Source: an optimization exercise on an open RTL-to-GDS flow (aim: small area, a short achievable clock period and few clock cycles). Production flows keep margins and buffers that such runs may drop.
RTL that was checked went through simulation tests only; none was proved equivalent to the original.
Power figures rest on the tool's default switching activity, not on a simulated workload.

## MS
module MS(
	rst_n,
	clk,
	in_valid,
	maze,
	player_x,
	player_y,
	prize_x_1,
	prize_y_1,
	prize_x_2,
	prize_y_2,
	prize_x_3,
	prize_y_3,
	out_valid,
	out_x,
	out_y
);
input rst_n, clk, in_valid;
input [14:0] maze;
input [3:0] player_x, player_y;
input [3:0] prize_x_1, prize_y_1;
input [3:0] prize_x_2, prize_y_2;
input [3:0] prize_x_3, prize_y_3;
output reg out_valid;
output reg [3:0] out_x, out_y;
localparam ST_IDLE  = 3'd0,
           ST_LOAD  = 3'd1,
           ST_INJ   = 3'd2,
           ST_FLOOD = 3'd3,
           ST_CHASE = 3'd4,
           ST_WAIT  = 3'd5;
reg [2:0] st;
reg [3:0] cnt;
reg       ivr;      
reg [2:0] remc;     
reg [2:0] pend;     
reg       clrf;     
reg       ij;
reg [3:0] jx, jy;   
reg [3:0] sx, sy;   
reg [5:0] ci;       
reg [7:0] cr, cc;   
reg [3:0] qx1, qy1, qx2, qy2, qx3, qy3;
reg       wpop;     
reg [3:0] wx, wy;
reg [1:0] wd;
reg [2:0] fm [0:7];
reg [3:0] wp, rp;   
reg [55:0] hw, vw;
wire [6:0] hrow = ~{maze[13], maze[11], maze[9], maze[7], maze[5], maze[3], maze[1]};
wire [7:0] vrow = ~{maze[14], maze[12], maze[10], maze[8], maze[6], maze[4], maze[2], maze[0]};
wire idl = (st == ST_IDLE) || (st == ST_WAIT);
wire ldh = (idl && !ivr) || (st == ST_LOAD && !cnt[0]);
  ...
Size: ~500 flip-flops, roughly 30000 µm² of cells after synthesis.
==> flow/config.mk <==
export PLATFORM = sky130hd
export DESIGN_NAME = MS
export DESIGN_NICKNAME = MS
export VERILOG_FILES = /design/flow/design.v
export SDC_FILE = /design/flow/constraint.sdc
export NUM_CORES = 4
export LEC_CHECK = 0
export CAP_MARGIN = 20
export CORE_MARGIN = 2
export CORE_UTILIZATION = 60
export SLEW_MARGIN = 20
export SYNTH_MEMORY_MAX_BITS = 8192
==> flow/constraint.sdc <==
create_clock -name core_clock -period 12.0 [get_ports {clk}]
set_input_delay 2.4000 -clock core_clock [delete_from_list [all_inputs] [get_ports {clk}]]
set_output_delay 2.4000 -clock core_clock [all_outputs]
set_load 0.01 [all_outputs]
standard.sh (not shown) runs the stock make flow with config.mk's settings and CLKGATE_MAP_FILE= SYNTH_SCRIPT=/design/flow/synth_recipe.tcl, a recipe that flattens the netlist after the stock synthesis.
==> flow/flow/run.sh <==
#!/bin/bash
# The standard layout (synthesis unchanged), with timing repair aiming
# for a larger setup margin than the default flow settings allow. The full
# output of the make run (yosys, openroad, klayout) goes to standard.log;
# each ORFS step also keeps its own log under orfs/logs.
set -euo pipefail
bash standard.sh SETUP_SLACK_MARGIN=8.5 finish > standard.log 2>&1
The starting point finished with timing, DRC and antenna clean.
Change:
--- a/flow/config.mk
+++ b/flow/config.mk
@@ -9,4 +9,6 @@
 export CORE_MARGIN = 2
 export CORE_UTILIZATION = 60
+export CTS_BUF_LIST = sky130_fd_sc_hd__clkbuf_4 sky130_fd_sc_hd__clkbuf_8
+export CTS_CLUSTER_SIZE = 24
 export SLEW_MARGIN = 20
 export SYNTH_MEMORY_MAX_BITS = 8192
Outcome: The new run went through all stages and came out clean. Area after synthesis does not change. First-iteration DRC count went down by 4.7%. Via count went up by 1.1%. Worst hold slack hardly moves. Combinational power went up by about 2%. Worst setup slack got worse by 0.11 ns.
No run of this note included a check of the RTL's function; only the layout flow was run.

* * *

beta:
The RTL this note starts from:
==> flow/design.v <==
module RA1SH(Q, CLK, CEN, WEN, A, D, OEN);
output reg [7:0] Q;
input CLK, CEN, WEN, OEN;
input [7:0] A;
input [7:0] D;
reg [7:0] mem [0:255];
always @(posedge CLK) begin
	if (!CEN) begin
		if (!WEN) mem[A] <= D;
		else Q <= mem[A];
	end
end
endmodule
module MS(
	rst_n,
	clk,
	in_valid,
	maze,
	player_x,
	player_y,
	prize_x_1,
	prize_y_1,
	prize_x_2,
	prize_y_2,
	prize_x_3,
	prize_y_3,
	out_valid,
	out_x,
	out_y
);
input rst_n, clk, in_valid;
input [14:0] maze;
input [3:0] player_x, player_y;
input [3:0] prize_x_1, prize_y_1;
input [3:0] prize_x_2, prize_y_2;
input [3:0] prize_x_3, prize_y_3;
output reg out_valid;
output reg [3:0] out_x, out_y;
localparam ST_IDLE  = 3'd0,
           ST_LOAD  = 3'd1,
           ST_INJ   = 3'd2,
           ST_FLOOD = 3'd3,
           ST_WALK  = 3'd4,
           ST_PRE   = 3'd5;
reg [2:0] st;
reg [3:0] cnt;
reg [2:0] rem;      
reg [2:0] pend;     
reg       clrf;     
reg       par;      
reg       sv;       
reg [3:0] wx, wy;   
reg [1:0] wd;       
reg [5:0] ia, ib;   
reg       sRA, sFA, sRB, sFB, sD0, sD1;
reg       ij, jclr;
reg [3:0] jx, jy;
reg [3:0] qx1, qy1, qx2, qy2, qx3, qy3;
reg [55:0] hw, vw;
wire [6:0] hrow = {maze[13], maze[11], maze[9], maze[7], maze[5], maze[3], maze[1]};
wire [7:0] vrow = {maze[14], maze[12], maze[10], maze[8], maze[6], maze[4], maze[2], maze[0]};
always @(posedge clk) begin
	if (in_valid & ~par) hw <= {hrow, hw[55:7]};
	if (in_valid &  par) vw <= {vrow, vw[55:8]};
end
always @(posedge clk or negedge rst_n) begin
	if (!rst_n) par <= 1'b0;
	else par <= in_valid & ~par;
end
wire [2:0] pfirst = pend[0] ? 3'b001 : pend[1] ? 3'b010 : 3'b100;
wire pgo = (st == ST_INJ) || (st == ST_LOAD && cnt >= 4'd2);
wire s_hp = jx[0];
wire s_vp = jy[0];
wire s_nd = ~jx[0] & ~jy[0];
wire [7:0] ca = 8'b1 << jx[3:1];
wire [7:0] ra = 8'b1 << jy[3:1];
wire [7:0] cb = s_hp ? {ca[6:0], 1'b0} : (s_vp ? ca : 8'b0);
wire [7:0] rb = s_vp ? {ra[6:0], 1'b0} : ra;
wire fl = (st == ST_FLOOD) || (st == ST_WALK) || (st == ST_PRE);
reg [63:0] R, F, D0, D1;
genvar gi, gj;
generate
for (gj = 0; gj < 8; gj = gj + 1) begin : row
	for (gi = 0; gi < 8; gi = gi + 1) begin : col
		localparam integer N = gj * 8 + gi;
		wire nr = (gi < 7) ? (~hw[(gj*7+gi) % 56]   & R[(N+1) % 64]) : 1'b0;
		wire nl = (gi > 0) ? (~hw[(gj*7+gi+55) % 56] & R[(N+63) % 64]) : 1'b0;
		wire nd = (gj < 7) ? (~vw[(gj*8+gi) % 56]   & R[(N+8) % 64]) : 1'b0;
		wire nu = (gj > 0) ? (~vw[(gj*8+gi+48) % 56] & R[(N+56) % 64]) : 1'b0;
		wire er = nr & ~F[(N+1) % 64];
		wire el = nl & ~F[(N+63) % 64];
		wire ed = nd & ~F[(N+8) % 64];
		wire eu = nu & ~F[(N+56) % 64];
		wire anye = er | el | ed | eu;
		wire anyn = nr | nl | nd | nu;
		wire sr = anye ? er : nr;
		wire sl = anye ? el : nl;
		wire sd = anye ? ed : nd;
		wire nax = ~(sr | sl);
		wire nng = nax ? ~sd : sl;
		wire isA = ca[gi] & ra[gj];
		wire isB = cb[gi] & rb[gj];
		wire Rb = R[N] & ~jclr;
		wire Fb = F[N] & ~jclr;
		always @(posedge clk) begin
			if (ij) begin
				if (isA & s_nd) begin
					R[N] <= 1'b1; F[N] <= 1'b0;
				end else if ((isA | isB) & ~s_nd & ~Rb) begin
					R[N] <= 1'b1; F[N] <= 1'b1;
					D0[N] <= s_vp; D1[N] <= isB;
				end else begin
					R[N] <= Rb; F[N] <= Fb;
				end
			end else if (fl) begin
				if (~R[N] & anyn) begin
					R[N] <= 1'b1; F[N] <= ~anye;
					D0[N] <= nax; D1[N] <= nng;
				end else begin
					F[N] <= 1'b0;
				end
			end
		end
	end
end
endgenerate
wire at_node = ~wx[0] & ~wy[0];
wire w_vp = wy[0];
wire goA = sRA & (~sRB | ~sFA);
wire sdet = sv & (at_node ? sRA : (sRA | sRB));
wire [1:0] pdir = {w_vp, goA};
wire [1:0] dir = at_node ? {sD0, sD1} : wd;
wire [3:0] nx = dir[1] ? wx : (dir[0] ? wx - 4'd1 : wx + 4'd1);
wire [3:0] ny = dir[1] ? (dir[0] ? wy - 4'd1 : wy + 4'd1) : wy;
wire [2:0] hx = dir[0] ? wx[3:1] - 3'd1 : wx[3:1] + 3'd1;
wire [2:0] hy = dir[0] ? wy[3:1] - 3'd1 : wy[3:1] + 3'd1;
wire [5:0] ahead = dir[1] ? {hy, wx[3:1]} : {wy[3:1], hx};
wire [5:0] pa = {wy[3:1], wx[3:1]};
wire [5:0] pb = pa + (w_vp ? 6'd8 : 6'd1);
wire m1 = rem[0] && wx == qx1 && wy == qy1;
wire m2 = rem[1] && wx == qx2 && wy == qy2;
wire m3 = rem[2] && wx == qx3 && wy == qy3;
wire [2:0] mv = {m3, m2, m1};
wire match = m1 | m2 | m3;
wire [2:0] rem_n = rem & ~mv;
wire start = in_valid && (st != ST_LOAD);
wire step = (st == ST_PRE) || ((st == ST_FLOOD) && sdet && at_node) ||
            ((st == ST_WALK) && !match);
always @(posedge clk) begin
	sRA <= R[ia]; sFA <= F[ia]; sD0 <= D0[ia]; sD1 <= D1[ia];
	sRB <= R[ib]; sFB <= F[ib];
end
always @(posedge clk or negedge rst_n) begin
	if (!rst_n) begin
		st <= ST_IDLE;
		cnt <= 4'd0;
		rem <= 3'b000;
		pend <= 3'b000;
		clrf <= 1'b0;
		ij <= 1'b0;
		sv <= 1'b0;
		out_valid <= 1'b0;
	end else begin
		out_valid <= step;
		sv <= ((st == ST_FLOOD) || (st == ST_LOAD)) && !ij;
		ij <= 1'b0;
		if (pgo && pend != 3'b000) begin
			ij <= 1'b1;
			pend <= pend & ~pfirst;
			clrf <= 1'b0;
		end
		if (start) begin
			st <= ST_LOAD;
			cnt <= 4'd1;
			rem <= 3'b111;
			pend <= 3'b111;
			clrf <= 1'b1;
		end else begin
			case (st)
			ST_LOAD: begin
				cnt <= cnt + 4'd1;
				if (cnt == 4'd1) out_valid <= 1'b1;
				if (cnt == 4'd14) st <= ST_FLOOD;
			end
			ST_INJ: begin
				if ((pend & ~pfirst) == 3'b000) st <= ST_FLOOD;
			end
			ST_FLOOD: begin
				if (sdet) st <= at_node ? ST_WALK : ST_PRE;
			end
			ST_PRE: st <= ST_WALK;
			ST_WALK: begin
				if (match) begin
					rem <= rem_n;
					if (rem_n == 3'b000) st <= ST_IDLE;
					else begin
						st <= ST_INJ;
						pend <= rem_n;
						clrf <= 1'b1;
					end
				end
			end
			default: st <= ST_IDLE;
			endcase
		end
	end
end
always @(posedge clk) begin
	if (pgo) begin
		jx <= pfirst[0] ? qx1 : pfirst[1] ? qx2 : qx3;
		jy <= pfirst[0] ? qy1 : pfirst[1] ? qy2 : qy3;
		jclr <= clrf;
	end
	if (st == ST_LOAD) begin
		qx1 <= prize_x_1; qy1 <= prize_y_1;
		qx2 <= prize_x_2; qy2 <= prize_y_2;
		qx3 <= prize_x_3; qy3 <= prize_y_3;
	end
	if (st == ST_FLOOD && sdet && !at_node) begin
		ia <= goA ? pa : pb;
		wd <= pdir;
	end else if (step) begin
		if (at_node) ia <= ahead;
		wd <= dir;
	end else if (st != ST_FLOOD && st != ST_WALK) begin
		ia <= pa;
		ib <= pb;
	end
	if (st == ST_LOAD && cnt == 4'd1) begin
		wx <= player_x; wy <= player_y;
		out_x <= player_x; out_y <= player_y;
	end else if (step) begin
		wx <= nx; wy <= ny;
		out_x <= nx; out_y <= ny;
	end else begin
		out_x <= 4'd0; out_y <= 4'd0;
	end
end
endmodule
Settings: LEC_CHECK=0, CAP_MARGIN=20, CORE_MARGIN=2, CORE_UTILIZATION=40, SLEW_MARGIN=20, SYNTH_MEMORY_MAX_BITS=8192; clock period 12.0 ns.
run.sh (not shown) runs the stock make flow with config.mk's settings and CLKGATE_MAP_FILE= SYNTH_SCRIPT=/design/flow/synth_recipe.tcl, a recipe that flattens the netlist after the stock synthesis.
Stock flow here: none of the scripts above is used.
Testbench counts of beta, summed over its fixed seeds: cycles 7,456.
> inputs changed (beta -> delta)
Settings: putting ABC_CLOCK_PERIOD_IN_PS at 3000 where nothing was set.
Diff beta..delta | clock skew | negligible
Proportion of cell area occupied by multi-input gates came out exactly the same in delta and beta.
Summary of delta over beta: cell area after layout held; worst endpoint data arrival time barely changed; number of failing setup endpoints in the final timing report saw little to no change; cell count after synthesis shows no meaningful change; final wirelength now sits at about the same level.

* * *

## the previous run
MS, a different RTL version from the one above (not shown whole).
Size: ~4100 cells after synthesis, roughly 500 flip-flops, about 59 I/O pins, ~30000 sq um of cells after synthesis.
==> flow/config.mk <==
export PLATFORM = sky130hd
export DESIGN_NAME = MS
export DESIGN_NICKNAME = MS
export VERILOG_FILES = /design/flow/design.v
export SDC_FILE = /design/flow/constraint.sdc
export NUM_CORES = 4
export LEC_CHECK = 0
export ABC_AREA = 1
export CAP_MARGIN = 20
export CORE_MARGIN = 2
export CORE_UTILIZATION = 40
export SLEW_MARGIN = 20
export SYNTH_MEMORY_MAX_BITS = 8192
==> flow/constraint.sdc <==
create_clock -name core_clock -period 12.0 [get_ports {clk}]
set_input_delay 2.4000 -clock core_clock [delete_from_list [all_inputs] [get_ports {clk}]]
set_output_delay 2.4000 -clock core_clock [all_outputs]
set_load 0.01 [all_outputs]
standard.sh (not shown) runs the stock make flow with config.mk's settings and CLKGATE_MAP_FILE= SYNTH_SCRIPT=/design/flow/synth_recipe.tcl, a recipe that flattens the netlist after the stock synthesis.
Scripts as last shown in full above: flow/flow/run.sh
The previous run completed; timing, DRC and antenna clean
Testbench counts of the previous run, summed over its fixed seeds: cycles 6,323.
Input changes introduced in the current run (baseline for comparison: the previous run):
Settings: ABC_AREA no longer set, was 1.
[summary]
- The current run: done, clean on timing, DRC and antenna
- Between the current run and the previous run, it is the current run whose combinational cell power is lower, by about 17%.
- When the current run is measured against the previous run, its post-layout instance count excluding filler cells turns out 21% lower.
- In the reports for the current run and the previous run, the smaller largest clock skew in the final design belongs to the previous run.
- Of the current run and the previous run, the previous run shows the higher worst endpoint data arrival time, with the current run below it.
- Last weighted congestion value of the routability-driven placer, the current run vs the previous run: down by a few percent
- Delta (the current run minus the previous run): simple-gate share of the synthesized area saw a decrease; shortest clock period the worst path allows after layout now smaller; via count has decreased.

* * *

Another version of the RTL of MS (not shown whole).
Size: about 59 I/O pins, ~28000 um2 of cells after synthesis.
export LEC_CHECK = 0
export CAP_MARGIN = 20
export CORE_MARGIN = 2
export CORE_UTILIZATION = 60
export SLEW_MARGIN = 20
export SYNTH_MEMORY_MAX_BITS = 8192
create_clock -name core_clock -period 12.0 [get_ports {clk}]
==> flow/flow/run.sh <==
#!/bin/bash
# The standard layout (synthesis unchanged), with timing repair aiming
# for a larger setup margin than the default flow settings allow. The full
# output of the make run (yosys, openroad, klayout) goes to standard.log;
# each ORFS step also keeps its own log under orfs/logs.
set -euo pipefail
bash standard.sh SETUP_SLACK_MARGIN=8.7 finish > standard.log 2>&1
The starting point produced a clean layout.
Testbench counts at the start, summed over its fixed seeds: cycles 6,411.
Next try:
--- a/flow/flow/run.sh
+++ b/flow/flow/run.sh
@@ -5,3 +5,3 @@
 # each ORFS step also keeps its own log under orfs/logs.
 set -euo pipefail
-bash standard.sh SETUP_SLACK_MARGIN=8.7 finish > standard.log 2>&1
+bash standard.sh SETUP_SLACK_MARGIN=8.5 finish > standard.log 2>&1
Register-to-register slack got worse by 0.33 ns.
Setup slack loses 0.020 ns.
Combinational power stays flat.
Routed wire length is lower slightly.
Worst hold slack gains 0.0033 ns.
Die area is unchanged.
Sequential share of layout area grows by 0.42 points.
Sequential cell count is unchanged.
Cell count barely changes.
Utilization came out lower by 0.68 points.
Design area shrinks slightly.

## re-timing with driven ports
The results above use ideal ports. As a check the final layouts listed here were re-extracted and re-timed, cells and wires unchanged.
Step 1 (the two cells are an assumption about what drives the block):
set clk [get_ports {clk}]
set_driving_cell -lib_cell sky130_fd_sc_hd__clkbuf_16 $clk
set_driving_cell -lib_cell sky130_fd_sc_hd__buf_2 [delete_from_list [all_inputs] $clk]
Step 2 moves the port delays by t, midway between the first and last clock arrival at a register: inputs arrive t later, outputs are due t later. That takes back most of the time a late clock gives input paths.
Slacks: no drivers / after step 1 / after step 2; pairs: no drivers / after step 1.
run	t (ns)	setup WS [ns]	worst setup path after step 2	worst slew at a driven data input, ns	pins driven straight from the clock port
the first run of note 1	0.684	8.512 / 8.443 / 8.533	register to register	0.06	1
the second run of note 1	0.782	8.405 / 8.347 / 8.545	register to register	0.06	1
beta	0.688	7.738 / 7.738 / 7.201	input to register	0.06	1
delta	0.688	7.738 / 7.738 / 7.201	input to register	0.06	1
the previous run	0.693	8.332 / 8.332 / 8.328	input to register	0.05	1
the current run	0.696	8.486 / 8.422 / 8.063	input to register	0.11	1
the first run of note 4	0.681	8.403 / 8.342 / 8.631	input to register	0.05	1
the second run of note 4	0.681	8.383 / 8.330 / 8.383	register to register	0.04	1
After both steps every run listed still meets setup and hold.
